Background: an optimization exercise with open tools, aiming at small area and a short achievable clock period. Do not read the settings as production practice. Only simulation tests tie the RTL to the original design; equivalence was not proved.

## job 3373
==> flow/design.v (excerpt) <==
module unified_computing_system (
    input      [15:0] d_a, input [15:0] d_b, input [1:0] op_code,
    input clk, input rstn, input en_a, input en_b, input en_result,
    input cin, input bin,
    output reg [31:0] result, output reg [15:0] remainder,
    output reg cout, output reg bout, output reg overflow_flag, output reg error_flag);
  reg [15:0] qa, qb;
  always @(posedge clk) begin
    if (!rstn) begin qa <= 16'b0; qb <= 16'b0; end
    else begin if (en_a) qa <= d_a; if (en_b) qb <= d_b; end
  end
  wire sub = op_code[0];
  wire [15:0] bx = qb ^ {16{sub}};
  wire ci = sub ? ~bin : cin;
  wire [16:0] as_sum = {1'b0, qa} + {1'b0, bx} + {16'b0, ci};
  wire as_c = as_sum[16] ^ sub;
  wire as_ovf = (qa[15] == bx[15]) & (as_sum[15] != qa[15]);
  wire pp0_0 = qa[0] & qb[0];
  wire pp0_1 = qa[1] & qb[0];
  wire pp0_2 = qa[2] & qb[0];
  wire pp0_3 = qa[3] & qb[0];
  wire pp0_4 = qa[4] & qb[0];
  wire pp0_5 = qa[5] & qb[0];
  wire pp0_6 = qa[6] & qb[0];
  wire pp0_7 = qa[7] & qb[0];
  wire pp0_8 = qa[8] & qb[0];
  ...
export LEC_CHECK = 0
export CAP_MARGIN = 20
export CORE_MARGIN = 2
export CORE_UTILIZATION = 60
export SETUP_SLACK_MARGIN = 5
export SLEW_MARGIN = 20
create_clock -name core_clock -period 26.0 [get_ports {clk}]
run.sh (not shown) runs the stock make flow with config.mk's settings and CLKGATE_MAP_FILE= SYNTH_SCRIPT=/design/flow/synth_recipe.tcl, a recipe that flattens the netlist after the stock synthesis.
Job 3373: full flow OK, the timing, DRC and antenna checks passed
Edits applied to the flow inputs when going from job 3373 to job 6782:
# job 3373
export LEC_CHECK = 0
export CAP_MARGIN = 20
export CORE_MARGIN = 2
export CORE_UTILIZATION = 60
export SETUP_SLACK_MARGIN = 5
export SLEW_MARGIN = 20
create_clock -name core_clock -period 26.0 [get_ports {clk}]
# job 6782
export LEC_CHECK = 0
export CAP_MARGIN = 20
export CORE_MARGIN = 2
export CORE_UTILIZATION = 60
export SLEW_MARGIN = 20
create_clock -name core_clock -period 26.0 [get_ports {clk}]
- Diff job 3373 -> job 6782: setup slack of the most critical reg-to-reg path lower; full die area roughly the same; number of cell instances on the worst register-to-register path lower.
- Going from job 3373 to job 6782, number of antenna violations at the first check in global routing shrinks by 1.
- Side by side, buffering overhead turned out lower in job 6782 than in job 3373.
## Diff of input files: job 9677 against job 6782
# job 6782
export LEC_CHECK = 0
export CAP_MARGIN = 20
export CORE_MARGIN = 2
export CORE_UTILIZATION = 60
export SLEW_MARGIN = 20
create_clock -name core_clock -period 26.0 [get_ports {clk}]
# job 9677
export LEC_CHECK = 0
export CAP_MARGIN = 20
export CORE_MARGIN = 2
export CORE_UTILIZATION = 40
export SLEW_MARGIN = 20
create_clock -name core_clock -period 26.0 [get_ports {clk}]
==> comparison <==
- First-pass GRT wire length, job 6782 and job 9677: higher on job 9677
- Against job 6782 as the reference, job 9677 delivers a higher count of clock-buffer cells in the layout.
- Looking at detailed placement HPWL, job 9677 sits 4.9% higher than job 6782 does.

========
Another version of the RTL of unified_computing_system (not shown whole).
For scale: roughly 93 I/O pins, roughly 25000 sq um of cells after synthesis.
Design unified_computing_system, start of the top module:
module unified_computing_system (
    input      [15:0] d_a, input [15:0] d_b, input [1:0] op_code,
    input clk, input rstn, input en_a, input en_b, input en_result,
    input cin, input bin,
    output reg [31:0] result, output reg [15:0] remainder,
    output reg cout, output reg bout, output reg overflow_flag, output reg error_flag);
  reg [15:0] qa, qb;
  always @(posedge clk) begin
    if (!rstn) begin qa <= 16'b0; qb <= 16'b0; end
    else begin if (en_a) qa <= d_a; if (en_b) qb <= d_b; end
  end
  wire sub = op_code[0];
  wire [15:0] bx = qb ^ {16{sub}};
  wire ci = sub ? ~bin : cin;
  wire [16:0] as_sum = {1'b0, qa} + {1'b0, bx} + {16'b0, ci};
  wire as_c = as_sum[16] ^ sub;
  wire as_ovf = (qa[15] == bx[15]) & (as_sum[15] != qa[15]);
  wire pp0_0 = qa[0] & qb[0];
  wire pp0_1 = qa[1] & qb[0];
  wire pp0_2 = qa[2] & qb[0];
  wire pp0_3 = qa[3] & qb[0];
  wire pp0_4 = qa[4] & qb[0];
  wire pp0_5 = qa[5] & qb[0];
  wire pp0_6 = qa[6] & qb[0];
  wire pp0_7 = qa[7] & qb[0];
  wire pp0_8 = qa[8] & qb[0];
  wire pp0_9 = qa[9] & qb[0];
  wire pp0_10 = qa[10] & qb[0];
  wire pp0_11 = qa[11] & qb[0];
  wire pp0_12 = qa[12] & qb[0];
  wire pp0_13 = qa[13] & qb[0];
  wire pp0_14 = qa[14] & qb[0];
  wire pp0_15 = qa[15] & qb[0];
  wire pp1_0 = qa[0] & qb[1];
  wire pp1_1 = qa[1] & qb[1];
  wire pp1_2 = qa[2] & qb[1];
  wire pp1_3 = qa[3] & qb[1];
  wire pp1_4 = qa[4] & qb[1];
  wire pp1_5 = qa[5] & qb[1];
  wire pp1_6 = qa[6] & qb[1];
  wire pp1_7 = qa[7] & qb[1];
  wire pp1_8 = qa[8] & qb[1];
  wire pp1_9 = qa[9] & qb[1];
  wire pp1_10 = qa[10] & qb[1];
  ...
export LEC_CHECK = 0
export ABC_AREA = 1
export CAP_MARGIN = 20
export CORE_MARGIN = 2
export CORE_UTILIZATION = 60
export SLEW_MARGIN = 20
create_clock -name core_clock -period 26.0 [get_ports {clk}]
standard.sh (not shown) runs the stock make flow with config.mk's settings and CLKGATE_MAP_FILE= SYNTH_SCRIPT=/design/flow/synth_recipe.tcl, a recipe that flattens the netlist after the stock synthesis.
==> flow/flow/run.sh <==
#!/bin/bash
# Standard ORFS layout, with a larger setup repair margin and minimum-size port buffers.
set -euo pipefail
bash standard.sh SETUP_SLACK_MARGIN=18 "BUFFER_PORTS_ARGS=-buffer_cell sky130_fd_sc_hd__buf_1" "SYNTH_ARGS=-noabc" finish > standard_flow.log 2>&1
Rerun with:
==> flow/flow/run.sh (replaced) <==
#!/bin/bash
# Standard ORFS layout, with a larger setup repair margin and minimum-size port buffers.
set -euo pipefail
bash standard.sh SETUP_SLACK_MARGIN=14 "BUFFER_PORTS_ARGS=-buffer_cell sky130_fd_sc_hd__buf_1" "SYNTH_ARGS=-noabc" finish > standard_flow.log 2>&1
CORE_UTILIZATION = 70   (was 60)
What happened: The new run went through all stages and came out clean; hold slack barely changes; clock-buffer cell count goes down by 1; utilization goes down by 4.5 points; via count goes down by 11%; wire length goes down by 21%.

========
Setup of JK:
Another version of the RTL of unified_computing_system (not shown whole).
Size in the first run: about 84 flip-flops, about 24,000 µm² of cells after synthesis.
export LEC_CHECK = 0
export ABC_AREA = 1
export CAP_MARGIN = 20
export CORE_MARGIN = 2
export CORE_UTILIZATION = 60
export SLEW_MARGIN = 20
create_clock -name core_clock -period 26.0 [get_ports {clk}]
==> flow/flow/run.sh <==
#!/bin/bash
# Standard ORFS layout, with a larger setup repair margin and minimum-size port buffers.
set -euo pipefail
bash standard.sh SETUP_SLACK_MARGIN=14 "BUFFER_PORTS_ARGS=-buffer_cell sky130_fd_sc_hd__buf_1" "SYNTH_ARGS=-noabc" finish > standard_flow.log 2>&1
#### Input delta (MS over JK)
==> flow/flow/run.sh <==
#!/bin/bash
# Standard ORFS layout with: a custom ABC mapping script in synthesis (registers untouched),
# a larger setup repair margin, and minimum-size port buffers.
set -euo pipefail
W=$(pwd)
bash standard.sh "SYNTH_SCRIPT=$W/flow/synth_custom_abc.tcl" "CUSTOM_ABC_SCRIPT=$W/flow/abc_map.script" SYNTH_ARGS=-noabc SETUP_SLACK_MARGIN=10 "BUFFER_PORTS_ARGS=-buffer_cell sky130_fd_sc_hd__buf_1" finish > standard_flow.log 2>&1
==> flow/flow/abc_map.script (new file) <==
strash
dch
map -B 0.9
topo
dnsize -c
==> flow/flow/synth_custom_abc.tcl (new file) <==
# The standard synthesis script (synth_recipe.tcl), except that the final ABC
# technology mapping uses flow/abc_map.script instead of ORFS's ABC script.
proc synth {args} { yosys synth -nofsm -noshare {*}$args }
proc abc {args} {
  set i [lsearch -exact $args -script]
  if {$i >= 0} { lset args [expr {$i+1}] $::env(CUSTOM_ABC_SCRIPT) }
  yosys abc {*}$args
}
source $::env(SCRIPTS_DIR)/synth.tcl
# left out here: clear keep_hierarchy, flatten, clean up, hide names made inside functions, write 1_2_yosys.v
- Going from JK to MS, the combined global-route utilization of all metal layers was found to have gone up by 2.5 points.
- JK has a higher total core area than MS.
- Compared with JK, MS shows routed length on met1 that has gone down by a little under 10%.
- Multi-input combinational cell count in MS is 12 lower than in JK
- MS ends up with higher signal arrival time at the worst endpoint than JK does.
- Initial core utilization for MS: 0.22 points up relative to JK
- [compare] base=JK new=MS: global-route wire length before repair moved down, fraction of area in registers went up, routed wire length has decreased.
Edits applied to the flow inputs when going from MS to AL:
- ABC_AREA no longer set, was 1
==> flow/flow/run.sh <==
#!/bin/bash
# Standard ORFS layout, with a larger setup repair margin and minimum-size port buffers.
set -euo pipefail
bash standard.sh SETUP_SLACK_MARGIN=14 "BUFFER_PORTS_ARGS=-buffer_cell sky130_fd_sc_hd__buf_1" finish > standard_flow.log 2>&1
removed: flow/flow/abc_map.script
removed: flow/flow/synth_custom_abc.tcl
Cmp AL and MS / post-placement cell area / lower: MS. Setup slack in AL is smaller than in MS. Clock network area share on AL is down relative to MS. In AL, count of clock-buffer cells in the layout is lower than in MS. Relative to MS, count of vias placed by the detailed router has gone up in AL. Sort AL and MS by area overhead of the layout relative to synthesis, ascending, and MS comes first. The final weighted congestion of routability-driven global placement of AL and that of MS are within noise of each other.
### AL -> TR
==> flow/flow/run.sh <==
#!/bin/bash
# Standard ORFS layout, with a larger setup repair margin and minimum-size port buffers.
set -euo pipefail
bash standard.sh SETUP_SLACK_MARGIN=10 "BUFFER_PORTS_ARGS=-buffer_cell sky130_fd_sc_hd__buf_1" finish > standard_flow.log 2>&1
## What came out
Non-clock buffer count in the final layout (lower): TR
Diff AL -> TR: largest fanout on the critical path lost 38, minimum setup slack in the final design up 72 ps, number of gates on the worst path with buffers counted down 5.
Total routed wirelength, TR and AL: larger value in AL
Relative to AL, post-synthesis to final-layout area growth has decreased by 5.5 points in TR.
Relative to AL, final core utilization has decreased by 3.3 points in TR.
[compare] base=AL new=TR: non-clock inverter instance count of the final layout moved down, worst slack after detailed placement moved down, fraction of area in registers moved up.
Changes in PW relative to TR:
- setting ABC_AREA to 1 for the first time
==> flow/flow/run.sh <==
#!/bin/bash
# Standard ORFS layout, with a larger setup repair margin and minimum-size port buffers.
set -euo pipefail
bash standard.sh SETUP_SLACK_MARGIN=10 "BUFFER_PORTS_ARGS=-buffer_cell sky130_fd_sc_hd__buf_1" "SYNTH_ARGS=-noabc" finish > standard_flow.log 2>&1
Findings:
Source of the critical timing path = qb[12]: TR; source of the critical timing path = qa[4]: PW
Cell count in PW is 655 higher than in TR
Diff TR and PW: pin count of the biggest net entering global routing higher in TR
Wire length after detailed routing of PW falls short of that of TR by more than 10%.

========
Setup of quartz:
unified_computing_system with an RTL version that a note above also has.
For scale: ~4000 cells after synthesis, roughly 84 flip-flops, about 93 I/O pins, roughly 0.025 mm2 of cells after synthesis.
==> flow/config.mk <==
export PLATFORM = sky130hd
export DESIGN_NAME = unified_computing_system
export DESIGN_NICKNAME = unified_computing_system
export VERILOG_FILES = /design/flow/design.v
export SDC_FILE = /design/flow/constraint.sdc
export NUM_CORES = 4
export LEC_CHECK = 0
export ABC_AREA = 1
export CAP_MARGIN = 20
export CORE_MARGIN = 2
export CORE_UTILIZATION = 70
export SLEW_MARGIN = 20
==> flow/constraint.sdc <==
create_clock -name core_clock -period 26.0 [get_ports {clk}]
set_input_delay 5.2000 -clock core_clock [delete_from_list [all_inputs] [get_ports {clk}]]
set_output_delay 5.2000 -clock core_clock [all_outputs]
set_load 0.01 [all_outputs]
==> flow/flow/run.sh <==
#!/bin/bash
# Standard ORFS layout, with a larger setup repair margin and minimum-size port buffers.
set -euo pipefail
bash standard.sh SETUP_SLACK_MARGIN=16 "BUFFER_PORTS_ARGS=-buffer_cell sky130_fd_sc_hd__buf_1" "SYNTH_ARGS=-noabc" finish > standard_flow.log 2>&1
quartz did not make it past 5_1_grt, where a tool error ended it.
Here is what was changed in the inputs of harbor compared with quartz.
Settings: CORE_UTILIZATION now 60, was 70.
==> flow/flow/run.sh <==
#!/bin/bash
# Standard ORFS layout, with a larger setup repair margin and minimum-size port buffers.
set -euo pipefail
bash standard.sh SETUP_SLACK_MARGIN=14 "BUFFER_PORTS_ARGS=-buffer_cell sky130_fd_sc_hd__buf_1" "SYNTH_ARGS=-noabc" finish > standard_flow.log 2>&1
--- outcome ---
Among harbor and quartz, the run that stopped before the end is quartz, and it is the only one.
Width of the die ended up 15 um higher on harbor than on quartz.
The post-synthesis cell count was comparable across harbor and quartz.
Worst setup slack before clock tree synthesis for harbor: 0.53 ns down relative to quartz
Die boundary height was lower in quartz than in harbor.
Diff harbor..quartz | sequential cell area fraction in the yosys report | unchanged
Compared with quartz, harbor shows a HPWL after detailed placement that is 1.6% higher.
Between harbor and quartz, the post-CTS setup-driven buffer insertion count is lower for harbor.
Re placement-stage cell area: quartz was lower than harbor.

-- static timing again, ports no longer ideal --
Ports are ideal in the flow. The routed layouts listed here were re-timed in OpenROAD.
Step 1, drivers: a clkbuf_16 drives clk and a buf_2 each remaining input, both assumed.
Step 2 adds t to the input delays and takes it off the output delays; t is the mean of the earliest and latest rising clock arrival at the registers after step 1. Input paths then give back, and output paths get back, about the clock's delay inside the block.
Three values: ideal, step 1, step 2; two values: the first two.
run	shift t [ns]	setup WS [ns]	worst setup path at the end	worst data-port slew with drivers (ns)	pins driven straight from the clock port
job 3373	0.425	6.050 / 6.050 / 6.050	register to register	0.09	1
job 6782	0.428	3.933 / 3.933 / 3.933	register to register	0.09	1
job 9677	0.451	3.495 / 3.495 / 3.495	register to register	0.04	1
the first run of note 2	0.464	14.572 / 14.572 / 14.572	register to register	0.05	1
the second run of note 2	0.438	14.324 / 14.324 / 14.324	register to register	0.09	1
JK	0.415	13.790 / 13.790 / 13.790	register to register	0.04	1
MS	0.441	11.239 / 11.239 / 11.239	register to register	0.04	1
AL	0.471	10.049 / 10.049 / 10.049	register to register	0.07	1
TR	0.448	10.121 / 10.121 / 10.121	register to register	0.10	1
PW	0.433	11.926 / 11.926 / 11.926	register to register	0.04	1
harbor	0.451	14.628 / 14.628 / 14.628	register to register	0.08	1
After both steps setup and hold are still met in every run listed.
